This design comes from an exercise in tuning for a short achievable clock period and few clock cycles on the open sky130 flow, not from production work.
In this exercise RTL edits were held to simulation tests only and were not proved equivalent to the original.
No activity file was given, so power comes from the tool's default toggle rates.

==> v37: inputs <==
==> flow/design.v <==
`timescale 1ns / 1ps
module LC3(reset, clk, mem_addr, mem_wdata, mem_we, mem_rdata);
	input reset, clk;
	output [15:0] mem_addr, mem_wdata;
	output mem_we;
	input [15:0] mem_rdata;
	reg [15:0] R [0:7];
	reg fN, fZ, fP;
	reg [15:0] fpc;           
	reg ev;                   
	reg e_wr;                 
	reg e_setcc;              
	reg e_ld, e_st, e_br, e_jsr, e_jmp;
	reg [1:0] e_op;           
	reg [2:0] e_dr;
	reg [2:0] e_cc;           
	reg [15:0] e_a, e_b, e_sv, e_tgt;
	wire [15:0] alu = (e_op == 2'd0) ? e_a + e_b :
	                  (e_op == 2'd1) ? e_a & e_b : ~e_a;
	wire [15:0] wb = e_jsr ? fpc : alu;
	wire taken = (fN & e_cc[2]) | (fZ & e_cc[1]) | (fP & e_cc[0]);
	wire sel_tgt = ev & (e_ld | e_st | e_jsr | (e_br & taken));
	wire sel_a = ev & e_jmp;
	wire fetch = ~(ev & (e_ld | e_st));
	assign mem_addr = sel_tgt ? e_tgt : sel_a ? e_a : fpc;
	assign mem_wdata = e_sv;
	assign mem_we = ev & e_st;
	wire fwd_en = ev & e_wr;
	wire [15:0] ldv = mem_rdata;
	wire [15:0] ccv = e_ld ? ldv : alu;
	wire [15:0] ir = mem_rdata;
	wire [3:0] opc = ir[15:12];
	wire [15:0] s9 = {{7{ir[8]}}, ir[8:0]};
	wire [15:0] s11 = {{5{ir[10]}}, ir[10:0]};
	wire [15:0] s5 = {{11{ir[4]}}, ir[4:0]};
	wire [15:0] t9 = mem_addr + s9 + 16'd1;
	wire [15:0] t11 = mem_addr + s11 + 16'd1;
	function [15:0] rd;
		input [2:0] idx;
		begin
			rd = (fwd_en && e_dr == idx) ? wb : R[idx];
		end
	endfunction
	integer i;
	always @(posedge clk) begin
		if (reset) begin
			for (i = 0; i < 8; i = i + 1) R[i] <= 16'd0;
			fN <= 1'b0; fZ <= 1'b0; fP <= 1'b0;
			fpc <= 16'd0;
			ev <= 1'b0;
		end else begin
			if (ev & e_wr) R[e_dr] <= wb;
			if (ev & e_ld) R[e_dr] <= ldv;
			if (ev & (e_setcc | e_ld)) begin
				fN <= ccv[15];
				fZ <= (ccv == 16'd0);
				fP <= ~ccv[15] & (ccv != 16'd0);
			end
			ev <= fetch;
			if (fetch) fpc <= mem_addr + 16'd1;
		end
		e_setcc <= (opc == 4'b0001) | (opc == 4'b0101) | (opc == 4'b1001);
		e_wr <= (opc == 4'b0001) | (opc == 4'b0101) | (opc == 4'b1001) | (opc == 4'b0100);
		e_ld <= (opc == 4'b0010);
		e_st <= (opc == 4'b0011);
		e_br <= (opc == 4'b0000);
		e_jsr <= (opc == 4'b0100);
		e_jmp <= (opc == 4'b1100);
		e_op <= (opc == 4'b0001) ? 2'd0 : (opc == 4'b0101) ? 2'd1 : 2'd2;
		e_dr <= (opc == 4'b0100) ? 3'd7 : ir[11:9];
		e_cc <= ir[11:9];
		e_a <= rd(ir[8:6]);
		e_b <= ir[5] ? s5 : rd(ir[2:0]);
		e_sv <= rd(ir[11:9]);
		e_tgt <= (opc == 4'b0100) ? t11 : t9;
	end
endmodule
==> flow/run.sh <==
#!/bin/bash
# synth_recipe.tcl (not shown) runs the flow's synth.tcl, then flattens the netlist and writes it again
# the make line also repeats each setting of config.mk as NAME=value (left out here)
make -C /OpenROAD-flow-scripts/flow DESIGN_CONFIG=/design/flow/config.mk WORK_HOME=/design/flow/orfs CLKGATE_MAP_FILE= SYNTH_SCRIPT=/design/flow/synth_recipe.tcl finish
==> flow/config.mk <==
export PLATFORM = sky130hd
export DESIGN_NAME = LC3
export DESIGN_NICKNAME = LC3
export VERILOG_FILES = /design/flow/design.v
export SDC_FILE = /design/flow/constraint.sdc
export NUM_CORES = 4
export LEC_CHECK = 0
export CAP_MARGIN = 20
export CORE_MARGIN = 2
export CORE_UTILIZATION = 40
export SLEW_MARGIN = 20
==> flow/constraint.sdc <==
create_clock -name core_clock -period 7.0 [get_ports {clk}]
set_input_delay 1.4000 -clock core_clock [delete_from_list [all_inputs] [get_ports {clk}]]
set_output_delay 1.4000 -clock core_clock [all_outputs]
set_load 0.01 [all_outputs]
==> v28 (differences from v37) <==
Settings changed: ABC_CLOCK_PERIOD_IN_PS from default to 2200, SETUP_SLACK_MARGIN from default to 4.6.
==> metrics.md <==
| Metric | Value |
|---|---|
| First-pass GRT wire length | `69.86 mm` |
| Layout Nets | `1550` |
| Fmax | `0.2697 GHz` |
| Detailed-route via count | `11660` |
| Worst path cell trace | `a222oi_1 -> buf_4 -> buf_4 -> buf_6 -> o21a_4 -> nor3_2 -> or2_4 -> inv_4 -> buf_6` |
| DR vias/cell | `5.942` |
| Outcome | `no timing/DRC/antenna violations` |
| Total GRT Usage | `25.82%` |
| Final Cell Area | `19730 µm²` |
| Met2 wire length | `24.16 mm` |
| Drt total wl | `48.47 mm` |
The numbers above come from v28.

==> metrics.md <==
| Metric | Value |
|---|---|
| Outcome | `no timing/DRC/antenna violations` |
| Met2 wire length | `18.88 mm` |
| Drt total wl | `40.07 mm` |
| Layout Nets | `1345` |
| DR vias/cell | `5.945` |
| Total GRT Usage | `22.45%` |
| Final Cell Area | `15610 µm²` |
| Fmax | `0.2178 GHz` |
| Detailed-route via count | `10460` |
| First-pass GRT wire length | `62.47 mm` |
The numbers above come from v37.

Testbench counts of v37, summed over its fixed seeds: cycles 82,095.
Testbench counts of v28, summed over its fixed seeds: cycles 82,095.


==> inputs of run a <==
Another version of the RTL of LC3 (not shown whole).
==> flow/config.mk <==
export PLATFORM = sky130hd
export DESIGN_NAME = LC3
export DESIGN_NICKNAME = LC3
export VERILOG_FILES = /design/flow/design.v
export SDC_FILE = /design/flow/constraint.sdc
export NUM_CORES = 4
export LEC_CHECK = 0
export CAP_MARGIN = 20
export CORE_MARGIN = 2
export CORE_UTILIZATION = 40
export SETUP_SLACK_MARGIN = 4.6
export SLEW_MARGIN = 20
export SYNTH_HIERARCHICAL = 1
export SYNTH_MINIMUM_KEEP_SIZE = 0
==> flow/constraint.sdc <==
create_clock -name core_clock -period 7.0 [get_ports {clk}]
set_input_delay 1.4000 -clock core_clock [delete_from_list [all_inputs] [get_ports {clk}]]
set_output_delay 1.4000 -clock core_clock [all_outputs]
set_load 0.01 [all_outputs]
run.sh (not shown) runs the stock make flow with config.mk's settings and CLKGATE_MAP_FILE= SYNTH_SCRIPT=/design/flow/synth_recipe.tcl, a recipe that flattens the netlist after the stock synthesis.
==> run b (differences from run a) <==
==> flow/design.v (replaced) <==
`timescale 1ns / 1ps
module LC3_amux(s_t9, s_t11, s_base, s_pc1, s_npc, s_ma, t9, t11, base, pc1, npc, ma, y);
	input s_t9, s_t11, s_base, s_pc1, s_npc, s_ma;
	input [15:0] t9, t11, base, pc1, npc, ma;
	output [15:0] y;
	assign y = ({16{s_t9}} & t9) | ({16{s_t11}} & t11) | ({16{s_base}} & base) |
	           ({16{s_pc1}} & pc1) | ({16{s_npc}} & npc) | ({16{s_ma}} & ma);
endmodule
`timescale 1ns / 1ps
module LC3_nsel(reset, fv, opc, cc, setcc, aN, aZ, fN, fZ, fP, stall,
                s_t9, s_t11, s_base, s_pc1, s_npc, s_ma);
	input reset;
	input fv;                 
	input [3:0] opc;
	input [2:0] cc;           
	input setcc;              
	input aN, aZ, fN, fZ, fP;
	input stall;
	output s_t9, s_t11, s_base, s_pc1, s_npc, s_ma;
	wire f = fv & ~reset;
	wire i_br  = (opc == 4'b0000);
	wire i_ld  = (opc == 4'b0010);
	wire i_st  = (opc == 4'b0011);
	wire i_jsr = (opc == 4'b0100);
	wire i_jmp = (opc == 4'b1100);
	wire brE = f & i_br & setcc;          
	wire brR = f & i_br & ~setcc;         
	wire tR = (fN & cc[2]) | (fZ & cc[1]) | (fP & cc[0]);
	wire tE = (aN & cc[2]) | (aZ & cc[1]) | (~aN & ~aZ & cc[0]);
	wire seq = f & ~(i_br | i_ld | i_st | i_jsr | i_jmp);
	assign s_t9 = (f & (i_ld | i_st)) | (brR & tR) | (brE & tE);
	assign s_pc1 = seq | (brR & ~tR) | (brE & ~tE);
	assign s_t11 = f & i_jsr;
	assign s_base = f & i_jmp & ~stall;
	assign s_ma = f & i_jmp & stall;
	assign s_npc = ~fv & ~reset;
endmodule
`timescale 1ns / 1ps
module LC3_alu(a, b, op, y, n, z);
	input [15:0] a, b;
	input [1:0] op;           
	output [15:0] y;
	output n, z;
	reg [15:0] G, P;
	integer i, d;
	always @(*) begin
		G = a & b;
		P = a ^ b;
		for (d = 1; d < 16; d = d * 2)
			for (i = 15; i >= d; i = i - 1) begin
				G[i] = G[i] | (P[i] & G[i-d]);
				P[i] = P[i] & P[i-d];
			end
	end
	wire [15:0] sum = a ^ b ^ {G[14:0], 1'b0};
	assign y = (op == 2'd0) ? sum :
	           (op == 2'd1) ? a & b :
	           (op == 2'd2) ? ~a : a;
	wire zadd = &((a ^ b) ~^ {a[14:0] | b[14:0], 1'b0});
	assign n = y[15];
	assign z = (op == 2'd0) ? zadd :
	           (op == 2'd1) ? ~|(a & b) :
	           (op == 2'd2) ? &a : ~|a;
endmodule
`timescale 1ns / 1ps
module LC3_tgt(pc, off, t);
	parameter W = 9;
	input [15:0] pc;
	input [W-1:0] off;
	output [15:0] t;
	wire [W-1:0] a = pc[W-1:0];
	reg [W-1:0] G, P;
	integer i, d;
	always @(*) begin
		G = a & off;
		P = a ^ off;
		G[0] = G[0] | P[0];
		for (d = 1; d < W; d = d * 2)
			for (i = W - 1; i >= d; i = i - 1) begin
				G[i] = G[i] | (P[i] & G[i-d]);
				P[i] = P[i] & P[i-d];
			end
	end
	wire cout = G[W-1];
	assign t[W-1:0] = a ^ off ^ {G[W-2:0], 1'b1};
	wire [15-W:0] hi = pc[15:W];
	reg [15-W:0] hi_inc, hi_dec;
	integer k;
	always @(*)
		for (k = 0; k <= 15 - W; k = k + 1) begin
			hi_inc[k] = hi[k] ^ (&(hi | ~({{(16-W){1'b1}}} >> (16 - W - k))));
			hi_dec[k] = hi[k] ^ ~(|(hi & ({{(16-W){1'b1}}} >> (16 - W - k))));
		end
	assign t[15:W] = (off[W-1] == cout) ? hi : cout ? hi_inc : hi_dec;
endmodule
`timescale 1ns / 1ps
module LC3_inc(a, y);
	input [15:0] a;
	output [15:0] y;
	reg [15:0] P;
	integer i, d;
	always @(*) begin
		P = a;
		for (d = 1; d < 16; d = d * 2)
			for (i = 15; i >= d; i = i - 1)
				P[i] = P[i] & P[i-d];
	end
	assign y = a ^ {P[14:0], 1'b1};
endmodule
`timescale 1ns / 1ps
module LC3_rread(r0, r1, r2, r3, r4, r5, r6, r7, idx, fwd, wsel, wval, y);
	input [15:0] r0, r1, r2, r3, r4, r5, r6, r7;
	input [2:0] idx, wsel;
	input fwd;
	input [15:0] wval;
	output [15:0] y;
	reg [15:0] r;
	always @(*)
		case (idx)
			3'd0: r = r0;
			3'd1: r = r1;
			3'd2: r = r2;
			3'd3: r = r3;
			3'd4: r = r4;
			3'd5: r = r5;
			3'd6: r = r6;
			default: r = r7;
		endcase
	assign y = (fwd && wsel == idx) ? wval : r;
endmodule
`timescale 1ns / 1ps
module LC3(reset, clk, mem_addr, mem_wdata, mem_we, mem_rdata);
	input reset, clk;
	output [15:0] mem_addr, mem_wdata;
	output mem_we;
	input [15:0] mem_rdata;
	reg [15:0] R0, R1, R2, R3, R4, R5, R6, R7;
	reg fN, fZ, fP;
	reg [15:0] ma, mw;
	reg we;
	reg fv;                   
	reg [15:0] npc;           
	reg ev;                   
	reg e_setcc;              
	reg e_ld;
	reg [1:0] e_op;           
	reg [2:0] e_dr;
	reg [15:0] e_a, e_b;
	assign mem_addr = ma;
	assign mem_wdata = mw;
	assign mem_we = we;
	wire [15:0] alu;
	wire aN, aZ;
	LC3_alu ualu(.a(e_a), .b(e_b), .op(e_op), .y(alu), .n(aN), .z(aZ));
	wire e_wr = ev & ~e_ld;               
	wire [15:0] ir = mem_rdata;
	wire [3:0] opc = ir[15:12];
	wire i_add = (opc == 4'b0001);
	wire i_and = (opc == 4'b0101);
	wire i_not = (opc == 4'b1001);
	wire i_ld  = (opc == 4'b0010);
	wire i_st  = (opc == 4'b0011);
	wire i_jsr = (opc == 4'b0100);
	wire i_jmp = (opc == 4'b1100);
	wire [15:0] s5 = {{11{ir[4]}}, ir[4:0]};
	wire [15:0] pc1, t9, t11;
	LC3_inc uinc(.a(ma), .y(pc1));
	LC3_tgt #(.W(9)) ut9(.pc(ma), .off(ir[8:0]), .t(t9));
	LC3_tgt #(.W(11)) ut11(.pc(ma), .off(ir[10:0]), .t(t11));
	wire [15:0] base, rsv, rsb;
	LC3_rread urb(.r0(R0), .r1(R1), .r2(R2), .r3(R3), .r4(R4), .r5(R5), .r6(R6), .r7(R7),
	              .idx(ir[8:6]), .fwd(1'b0), .wsel(e_dr), .wval(alu), .y(base));
	LC3_rread urs(.r0(R0), .r1(R1), .r2(R2), .r3(R3), .r4(R4), .r5(R5), .r6(R6), .r7(R7),
	              .idx(ir[11:9]), .fwd(e_wr), .wsel(e_dr), .wval(alu), .y(rsv));
	LC3_rread urt(.r0(R0), .r1(R1), .r2(R2), .r3(R3), .r4(R4), .r5(R5), .r6(R6), .r7(R7),
	              .idx(ir[2:0]), .fwd(e_wr), .wsel(e_dr), .wval(alu), .y(rsb));
	wire [15:0] ra = (e_wr && e_dr == ir[8:6]) ? alu : base;
	wire jstall = e_wr & (e_dr == ir[8:6]);
	wire s_t9, s_t11, s_base, s_pc1, s_npc, s_ma;
	LC3_nsel unsel(.reset(reset), .fv(fv), .opc(opc), .cc(ir[11:9]), .setcc(ev & e_setcc),
	               .aN(aN), .aZ(aZ), .fN(fN), .fZ(fZ), .fP(fP), .stall(jstall & i_jmp),
	               .s_t9(s_t9), .s_t11(s_t11), .s_base(s_base), .s_pc1(s_pc1),
	               .s_npc(s_npc), .s_ma(s_ma));
	wire [15:0] nma;
	LC3_amux umux(.s_t9(s_t9), .s_t11(s_t11), .s_base(s_base), .s_pc1(s_pc1),
	              .s_npc(s_npc), .s_ma(s_ma), .t9(t9), .t11(t11), .base(base),
	              .pc1(pc1), .npc(npc), .ma(ma), .y(nma));
	wire [15:0] wval = (ev & e_ld) ? mem_rdata : alu;
	wire wen = ev;            
	always @(posedge clk) begin
		if (reset) begin
			R0 <= 16'd0; R1 <= 16'd0; R2 <= 16'd0; R3 <= 16'd0;
			R4 <= 16'd0; R5 <= 16'd0; R6 <= 16'd0; R7 <= 16'd0;
			fN <= 1'b0; fZ <= 1'b0; fP <= 1'b0;
			we <= 1'b0;
			fv <= 1'b1;
			ev <= 1'b0;
		end else begin
			if (wen && e_dr == 3'd0) R0 <= wval;
			if (wen && e_dr == 3'd1) R1 <= wval;
			if (wen && e_dr == 3'd2) R2 <= wval;
			if (wen && e_dr == 3'd3) R3 <= wval;
			if (wen && e_dr == 3'd4) R4 <= wval;
			if (wen && e_dr == 3'd5) R5 <= wval;
			if (wen && e_dr == 3'd6) R6 <= wval;
			if (wen && e_dr == 3'd7) R7 <= wval;
			if (ev & e_setcc) begin
				fN <= aN; fZ <= aZ; fP <= ~aN & ~aZ;
			end
			if (ev & e_ld) begin
				fN <= mem_rdata[15];
				fZ <= (mem_rdata == 16'd0);
				fP <= ~mem_rdata[15] & (mem_rdata != 16'd0);
			end
			if (fv) begin
				we <= i_st;
				fv <= ~(i_ld | i_st);
				ev <= i_add | i_and | i_not | i_jsr | i_ld;
			end else begin
				we <= 1'b0;
				fv <= 1'b1;
				ev <= 1'b0;
			end
		end
		ma <= nma;
		npc <= pc1;
		mw <= rsv;
		e_setcc <= i_add | i_and | i_not;
		e_ld <= i_ld;
		e_op <= i_add ? 2'd0 : i_and ? 2'd1 : i_not ? 2'd2 : 2'd3;
		e_dr <= i_jsr ? 3'd7 : ir[11:9];
		e_a <= i_jsr ? pc1 : ra;
		e_b <= ir[5] ? s5 : rsb;
	end
endmodule
==> run notes <==
item	run b	run a
Status	failed layout checks	no timing/DRC/antenna violations
Reasons for failing layout checks	max-slew violations	-
Data arrival time of the critical path	3.75 ns	3.67 ns
Proportion of power drawn by the clock network	36.4%	34.0%
Total stage count of the critical path	16	14
Met2 layer wire length in the routed design	27,640 um	28,390 um
Flip-flop and latch share of the layout cell area	21.82%	20.84%
Wire length the detailed router placed on met1	24,380 um	25,710 um
Area used by multi-input combinational logic	11,810 um^2	12,360 um^2
Portion of the clock cycle consumed by the worst path in the final layout	47.39%	46.13%
Global-route met3 utilization	5.232%	6.591%
Distinct cells, synth	89	96
Switching part of the total	32.29%	33.49%
Total of plain and repair buffers excluding clock buffers	219	267
Slowest CP cell	sky130_fd_sc_hd__or3b_4	sky130_fd_sc_hd__a222oi_1
Routed length on met3	5666 um	6578 um
Min cycle time layout	3.317 ns	3.229 ns
X dimension of the die	201.3 um	200.9 um
Post-Route Skew	0.01862 ns	0.03594 ns
Setup slack of the most critical reg-to-reg path	3.68 ns	3.87 ns
Number of buffers added by the clock tree synthesis step	26	27
Nature of the critical path startpoint	register	primary input
Number of warning messages in the yosys log	12	14
Testbench counts of run a, summed over its fixed seeds: cycles 82,095.
Testbench counts of run b, summed over its fixed seeds: cycles 82,095.

## static timing again, ports no longer ideal
The flow's constraints put no driver on any port. The routed layouts listed below were extracted and timed again, unchanged, in two steps. Step 1 sets driving cells, clkbuf_16 on the clock port and buf_2 on the other inputs (assumed; they add their load-dependent delay and slew). Step 2, shift: input delay + t, output delay - t, t = (earliest + latest rising clock arrival at the registers) / 2. This alone moves slack from input paths to output paths. Three values: no drivers, after step 1, after step 2; two values: the first two.
run	t, ns	setup slack, ns	pins driven straight from the clock port
v37	0.585	2.408 / 2.357 / 2.125	1
v28	0.605	3.292 / 3.240 / 3.055	1
run a	0.598	3.771 / 3.765 / 3.167	1
run b	0.609	3.683 / 3.683 / 3.191	1
The setup slack of run a, which loses most, moves by -0.006 ns with the drivers and by -0.604 ns with both steps.
